This design comes from an exercise in tuning for small area, a short achievable clock period and few clock cycles on the open sky130 flow, not from production work. No functional check of the RTL was part of any run shown here. Power and IR drop assume default switching activity.

## flow/design.v (module list and top-level ports; edited modules follow where they fit)
// module LASER: 1850 lines
module LASER (
input CLK,
input RST,
input [3:0] X,
input [3:0] Y,
output reg [3:0] C1X,
output reg [3:0] C1Y,
output reg [3:0] C2X,
output reg [3:0] C2Y,
output reg DONE);
  // ...
==> flow/run.sh <==
#!/bin/bash
# synth_recipe.tcl (not shown) runs the flow's synth.tcl, then flattens the netlist and writes it again
# the make line also repeats each setting of config.mk as NAME=value (left out here)
make -C /OpenROAD-flow-scripts/flow DESIGN_CONFIG=/design/flow/config.mk WORK_HOME=/design/flow/orfs CLKGATE_MAP_FILE= SYNTH_SCRIPT=/design/flow/synth_recipe.tcl finish
==> flow/config.mk <==
export PLATFORM = sky130hd
export DESIGN_NAME = LASER
export DESIGN_NICKNAME = LASER
export VERILOG_FILES = /design/flow/design.v
export SDC_FILE = /design/flow/constraint.sdc
export NUM_CORES = 4
export LEC_CHECK = 0
export CAP_MARGIN = 20
export CORE_MARGIN = 2
export CORE_UTILIZATION = 40
export PLACE_DENSITY = 0.6
export SLEW_MARGIN = 20
==> flow/constraint.sdc <==
create_clock -name core_clock -period 11.0 [get_ports {CLK}]
set_input_delay 2.2000 -clock core_clock [delete_from_list [all_inputs] [get_ports {CLK}]]
set_output_delay 2.2000 -clock core_clock [all_outputs]
set_load 0.01 [all_outputs]
==> results.toml, run 1 <==
[setup_path]
critPathSlowestCell = "o21ai_1"
cp.required_ns = 11.55
cp-endpoint = "runmax[4]"
path_buf_inv = 2

[placement]
dpl_cell_area_um2 = 75800
port_buffers = 26
dpl_worst_slack_ns = 4.62

[layout]
signal_buffers = 102
inverters = 1192
buf_share = 0.0105

[sta]
relSlewSlack = 0.192
fin_skew_ns = 0.0401

[die]
taps = 2370

[min_path]
holdCritStartpoint = "xB[3]"

[power_and_ir_drop]
seqPwrFrac = 0.204
peakVddDrop_mv = 0.433
finalPower_mw = 17.1
power.group.top = "combinational logic"

[run_status]
run_status = "complete, no violations"

[cts]
clock_latency_ns = 0.74
cts_inserted_buffers = 94

[logic_synthesis]
yosysSeqAreaShare = 0.215
synth-simple-area-share = 0.165
synth_compound_area_frac = 0.203
synth_xor_area_frac = 0.0209
syn_inst = 8634
synth_ff_type = "dfxtp_1"
ys_ff_latch = 755

[detailed_routing]
met3_length_um = 26900
==> run 2, diff against run 1 <==
--- a/flow/design.v
+++ b/flow/design.v
@@ -97,16 +97,28 @@
 function rowhit;
     input [2:0] c;
     input [3:0] ty;
     input [15:0] yoh;    
     begin
         rowhit = |(colmask(c, ty, 1'b0) & yoh);
     end
 endfunction
+function near00;
+    input [3:0] x, y;
+    begin
+        case (x)
+            4'd0: near00 = (y[3:2] == 2'b00) | (y == 4'd4);
+            4'd1, 4'd2: near00 = (y[3:2] == 2'b00);
+            4'd3: near00 = (y[3:2] == 2'b00) & (y[1:0] != 2'b11);
+            4'd4: near00 = (y == 4'd0);
+            default: near00 = 1'b0;
+        endcase
+    end
+endfunction
 wire [15:0] mk0, mk1, mk2, mk3, mk4, mk5, mk6, mk7, mk8, mk9, mk10, mk11, mk12, mk13, mk14, mk15, mk16, mk17, mk18, mk19, mk20, mk21, mk22, mk23, mk24, mk25, mk26, mk27, mk28, mk29, mk30, mk31, mk32, mk33, mk34, mk35, mk36, mk37, mk38, mk39;
 wire [39:0] inF_new;
 wire [15:0] byoh = 16'd1 << by;
 assign mk0 = colmask(cls[0], ty[0], inF[0]);
 assign inF_new[0] = rowhit(cls[0], ty[0], byoh);
 assign mk1 = colmask(cls[1], ty[1], inF[1]);
 assign inF_new[1] = rowhit(cls[1], ty[1], byoh);
 assign mk2 = colmask(cls[2], ty[2], inF[2]);
@@ -1718,55 +1730,72 @@
 assign pf_70 = pf_60 & pf_67;
 assign pf_71 = pf_62 ^ pf_64 ^ pf_66;
 assign pf_72 = (pf_62 & pf_64) | (pf_62 & pf_66) | (pf_64 & pf_66);
 assign pf_73 = pf_68 ^ pf_71 ^ pf_70;
 assign pf_74 = (pf_68 & pf_71) | (pf_68 & pf_70) | (pf_71 & pf_70);
 assign pf_75 = pf_72 ^ pf_74;
 assign pf_76 = pf_72 & pf_74;
 assign nF_next = {pf_76, pf_75, pf_73, pf_69, pf_59, pf_39};
+function ge6;
+    input [5:0] a, b;
+    reg g; integer i;
+    begin
+        g = 1'b1;
+        for (i = 0; i < 6; i = i + 1)
+            g = (a[i] & ~b[i]) | (~(a[i] ^ b[i]) & g);
+        ge6 = g;
+    end
+endfunction
 function [7:0] best4;    
     input [5:0] c0, c1, c2, c3;
-    reg [5:0] ma, mb; reg ia, ib;
+    reg w3, w2, w1;
     begin
-        if (c1 >= c0) begin ma = c1; ia = 1'b1; end else begin ma = c0; ia = 1'b0; end
-        if (c3 >= c2) begin mb = c3; ib = 1'b1; end else begin mb = c2; ib = 1'b0; end
-        if (mb >= ma) best4 = {mb, 1'b1, ib}; else best4 = {ma, 1'b0, ia};
+        w3 = ge6(c3, c2) & ge6(c3, c1) & ge6(c3, c0);
+        w2 = ~ge6(c3, c2) & ge6(c2, c1) & ge6(c2, c0);
+        w1 = ~ge6(c3, c1) & ~ge6(c2, c1) & ge6(c1, c0);
+        if (w3) best4 = {c3, 2'd3};
+        else if (w2) best4 = {c2, 2'd2};
+        else if (w1) best4 = {c1, 2'd1};
+        else best4 = {c0, 2'd0};
     end
 endfunction
 reg [7:0] grp [0:3];
 integer g;
 always @(posedge CLK) begin
     for (g = 0; g < 4; g = g + 1)
         grp[g] <= best4(cnt[4*g], cnt[4*g+1], cnt[4*g+2], cnt[4*g+3]);
 end
-wire [7:0] gA = (grp[1][7:2] >= grp[0][7:2]) ? {grp[1][7:2], 2'd1} : {grp[0][7:2], 2'd0};
-wire [7:0] gB = (grp[3][7:2] >= grp[2][7:2]) ? {grp[3][7:2], 2'd3} : {grp[2][7:2], 2'd2};
-wire [1:0] iA = gA[0] ? grp[1][1:0] : grp[0][1:0];
-wire [1:0] iB = gB[0] ? grp[3][1:0] : grp[2][1:0];
-wire selB = (gB[7:2] >= gA[7:2]);
-wire [5:0] colmax = selB ? gB[7:2] : gA[7:2];
-wire [3:0] colrow = selB ? {gB[1:0], iB} : {gA[1:0], iA};
+wire [5:0] q0 = grp[0][7:2], q1 = grp[1][7:2], q2 = grp[2][7:2], q3 = grp[3][7:2];
+wire e32 = ge6(q3, q2), e31 = ge6(q3, q1), e30 = ge6(q3, q0);
+wire e21 = ge6(q2, q1), e20 = ge6(q2, q0), e10 = ge6(q1, q0);
+wire w3 = e32 & e31 & e30 & ge6(q3, runmax);
+wire w2 = ~e32 & e21 & e20 & ge6(q2, runmax);
+wire w1 = ~e31 & ~e21 & e10 & ge6(q1, runmax);
+wire w0 = ~e30 & ~e20 & ~e10 & ge6(q0, runmax);
+wire colwin = w3 | w2 | w1 | w0;
+wire [5:0] colmax = ({6{w3}} & q3) | ({6{w2}} & q2) | ({6{w1}} & q1) | ({6{w0}} & q0);
+wire [3:0] colrow = ({4{w3}} & {2'd3, grp[3][1:0]}) | ({4{w2}} & {2'd2, grp[2][1:0]}) |
+                    ({4{w1}} & {2'd1, grp[1][1:0]}) | ({4{w0}} & {2'd0, grp[0][1:0]});
 wire [5:0] total = runmax + nF;
-wire improve = (total > best);
-wire [3:0] covF00 = 4'd0;
+wire improve = ~ge6(best, total);
 integer k;
 always @(posedge CLK) begin
     tx[0] <= loading ? X : tx[39];
     ty[0] <= loading ? Y : ty[39];
     cls[0] <= chord(xnext, loading ? X : tx[39]);
     for (k = 1; k < 40; k = k + 1) begin
         tx[k] <= tx[k-1];
         ty[k] <= ty[k-1];
         cls[k] <= chord(xnext, tx[k-1]);
     end
     if (state == S_GAP2)
         inF <= {inF_new[38:0], inF_new[39]};
     else if (loading)
-        inF <= {inF[38:0], rowhit(chord(4'd0, X), Y, 16'd1)};
+        inF <= {inF[38:0], near00(X, Y)};
     else
         inF <= {inF[38:0], inF[39]};
     nF <= nF_next;
     xB <= xs;
     xC <= xB;
 end
 always @(posedge CLK or posedge RST) begin
     if (RST) begin
@@ -1836,15 +1865,15 @@
         S_GAP2: begin
             runmax <= 6'd0;
             xs <= 4'd0;
         end
         default: begin
             lcnt <= 6'd0;
         end
     endcase
-    if (vC && colmax >= runmax) begin
+    if (vC && colwin) begin
         runmax <= colmax;
         bx <= xC;
         by <= colrow;
     end
 end
 endmodule
==> run 2 against run 1 <==
  * Utilization fell by 0.13 points
  * Die area is 2.8% higher
  * Critical path type unchanged
  * Sequential power hardly changed
==> results.toml, run 2 <==
[run_status]
run_status = "complete, no violations"

[logic_synthesis]
syn_inst = 8849
synth_edf_count = 47
syn_area_um2 = 74800
yosysSeqAreaShare = 0.209
ys_ff_latch = 755
synth_top_area_frac = 0.188
synth_top_area_cell = "dfxtp_1"
synth_ff_type = "dfxtp_1"
ys_types = 102
syn_area_per_cell_um2 = 8.45
synth_warnings = 5
synthTopCellsByArea = "dfxtp_1, fa_1, ha_1"
synthArstFlopShare = 0.00795
synth_common_cells = "inv_1, nand2_1, nor2_1"
yosysMostFrequentCell = "inv_1"
synthesis.nets = 10289

[cts]
clkTransAtPathRegs_ns = 0.06
root_buffer = "clkbuf_16"
holdBufCountCts = 0
cts_inserted_buffers = 94
cts-htree-levels = 3
cts_tree = "yes"
cts_num_sinks = 755
cts_buffer_depth = 3
clock_latency_ns = 0.77
cts_resized = 0
post_cts_buffers = 0

[setup_path]
worst_setup_path_end_kind = "flip-flop"
cp_slowest_stage_delay_ns = 0.63
worstPathArrival_ns = 5.86
crit_chain = "inv_1 -> ha_1 -> inv_1 -> ha_1 -> or2_2 -> nor2b_1 -> a21oi_1 -> nand3_1 -> a211oi_1 -> fa_1 -> fa_1 -> inv_1 -> fa_1 -> inv_1 -> fa_1"
critPathSlowestCell = "a21oi_1"
cp.required_ns = 11.64
path_max_fanout = 9
start_kind = "flip-flop"
criticalPathCategory = "flip-flop to flip-flop"

[sta]
fin_skew_ns = 0.0546
worst_slew_pin_slew_ns = 1.10
finalWorstSetupSlack_ns = 5.78
slew_viol_final = 0
hold_violations = 0
clock.fmax_mhz = 192
grt_setup_unrepaired = "no"
min_period_ns = 5.22
setup_tns_ns = 0
period_share = 0.475
relSlewSlack = 0.263
final-setup-viol-count = 0

[placement]
gp_congestion = 1.04
port_buffers = 26
dpl_worst_slack_ns = 5.83
post-dp-hpwl_um = 244000

[global_route]
grt_pass1_wl_um = 438000
antenna_found_initial = 13
track_usage = 0.310
grt_pass1_vias = 64341
grt_max_degree = 39
grt_overflow = 0

[layout]
layout_common_cells = "inv_1, nand2_1, nor2_1"
drive_gt1_frac = 0.0390
reg_top3 = "tx: 160 flops, ty: 160 flops, cls: 120 flops"
layout_commonest_cell = "inv_1"
num-nets-final = 10218
n_fill_cell = 18337
area_growth_pct = 8.27

[die]
start_util = 0.403
core_area_um2 = 186000
die-area_um2 = 191000
io_pins = 27
dieWidth_um = 436
rows = 158
die_h_um = 436

[detailed_routing]
vias = 67456
ant_nets = 0
wl_um = 302000
drtIter0Drc = 8118
viasPerCell = 5.95
drt_first_pass_iters = 9
wl_per_cell_um = 26.6
drc = 0

[min_path]
hold_path.class = "flip-flop to flip-flop"

[flow_run]
maxCapViolCount = 0

[power_and_ir_drop]
leakagePower_nw = 37.4
peakVddDrop_mv = 0.180
finalPower_mw = 16.1
power.density_nw_per_um2 = 199
==> run 2: metrics by stage <==
stage / cells / cell area [um^2] / util / hold slack (ns)
2_1_floorplan: 8849 / 74800 / - / 0.310
3_3_place_gp: 11161 / 77800 / 0.419 / 0.311
3_5_place_dp: 11162 / 77800 / 0.419 / 0.312
4_1_cts: 11330 / 81000 / 0.436 / 0.325
5_1_grt: 11330 / 81000 / 0.436 / 0.328
6_report: 11336 / 81000 / 0.436 / 0.323
==> run 2: worst paths after layout <==
path / start / to / slack (ns) / cells after the start
max in group asynchronous: RST / vC / 9.10 / 2
worst min register to register: xB[0] / xC[0] / 0.32 / 0
worst min-delay path: xB[0] / xC[0] / 0.32 / 0
worst max-delay path: cls[16][0] / ps4_4 / 5.78 / 15
worst max register to register: cls[16][0] / ps4_4 / 5.78 / 15
min in group asynchronous: RST / DONE / 1.69 / 2
==> run 2: routing by layer <==
layer	global-route usage	wire length, um
met5	0	13
met3	0.0545	27600
met1	0.427	128000
met4	0.138	15500
met2	0.475	131000
==> run 2: kinds of logic (layout without fill, tap and decap cells) <==
family | count (synthesis) | after routing | synth area share
other cells | 0 | 6 | 0
buf+inv | 1429 | 1430 | 0.0727
mux | 89 | 89 | 0.0120
xor+xnor | 184 | 184 | 0.0216
simple gates | 2597 | 2597 | 0.165
fa+ha+maj | 1432 | 1432 | 0.310
compound gates | 2363 | 2363 | 0.211
flops | 755 | 755 | 0.209
==> run 2: power breakdown <==
| group | total [mW] | internal [mW] | switching, mW |
|---|---|---|---|
| Sequential | 3.49 | 3.16 | 0.333 |
| Combinational | 9.33 | 3.27 | 6.06 |
| Clock | 3.28 | 1.91 | 1.36 |
==> run 2: layout make-up <==
cell class / instances / area, um^2 / area share
sequential: 755 / 15600 / 0.193
multi-input combinational: 6665 / 53900 / 0.666
clock buffer: 131 / 2800 / 0.0345
timing repair buffer: 84 / 703 / 0.00868
tap: 2480 / 3100 / 0.0383
inverter: 1178 / 4420 / 0.0546
clock inverter: 37 / 399 / 0.00493
antenna: 6 / 15.0 / 0.000185
==> run 2: worst max-delay path: cells and delay by family (launching register included) <==
| kind | cells | cell delay, ns |
|---|---|---|
| fa+ha+maj | 6 | 2.46 |
| compound gates | 2 | 1.18 |
| simple gates | 3 | 0.82 |
| flops | 1 | 0.33 |
| buf+inv | 4 | 0.33 |

## afterwards: timing with drivers on the ports
The results above use ideal ports. As a check the final layouts listed here were re-extracted and re-timed, cells and wires unchanged.
Step 1 (the two cells are an assumption about what drives the block):
set clk [get_ports {CLK}]
set_driving_cell -lib_cell sky130_fd_sc_hd__clkbuf_16 $clk
set_driving_cell -lib_cell sky130_fd_sc_hd__buf_2 [delete_from_list [all_inputs] $clk]
Step 2 moves the port delays by t, midway between the first and last clock arrival at a register: inputs arrive t later, outputs are due t later. That takes back most of the time a late clock gives input paths.
Slacks: ideal / step 1 / step 2; pairs: ideal / step 1.
run	t (ns)	setup WS [ns]	worst setup path at the end
run 1	0.812	5.284 / 5.284 / 4.591	input to register
run 2	0.830	5.779 / 5.779 / 5.779	register to register
After both steps setup and hold are still met in every run listed. The setup slack of run 1, which loses most, moves by 0.000 ns with the drivers and by -0.693 ns with both steps.
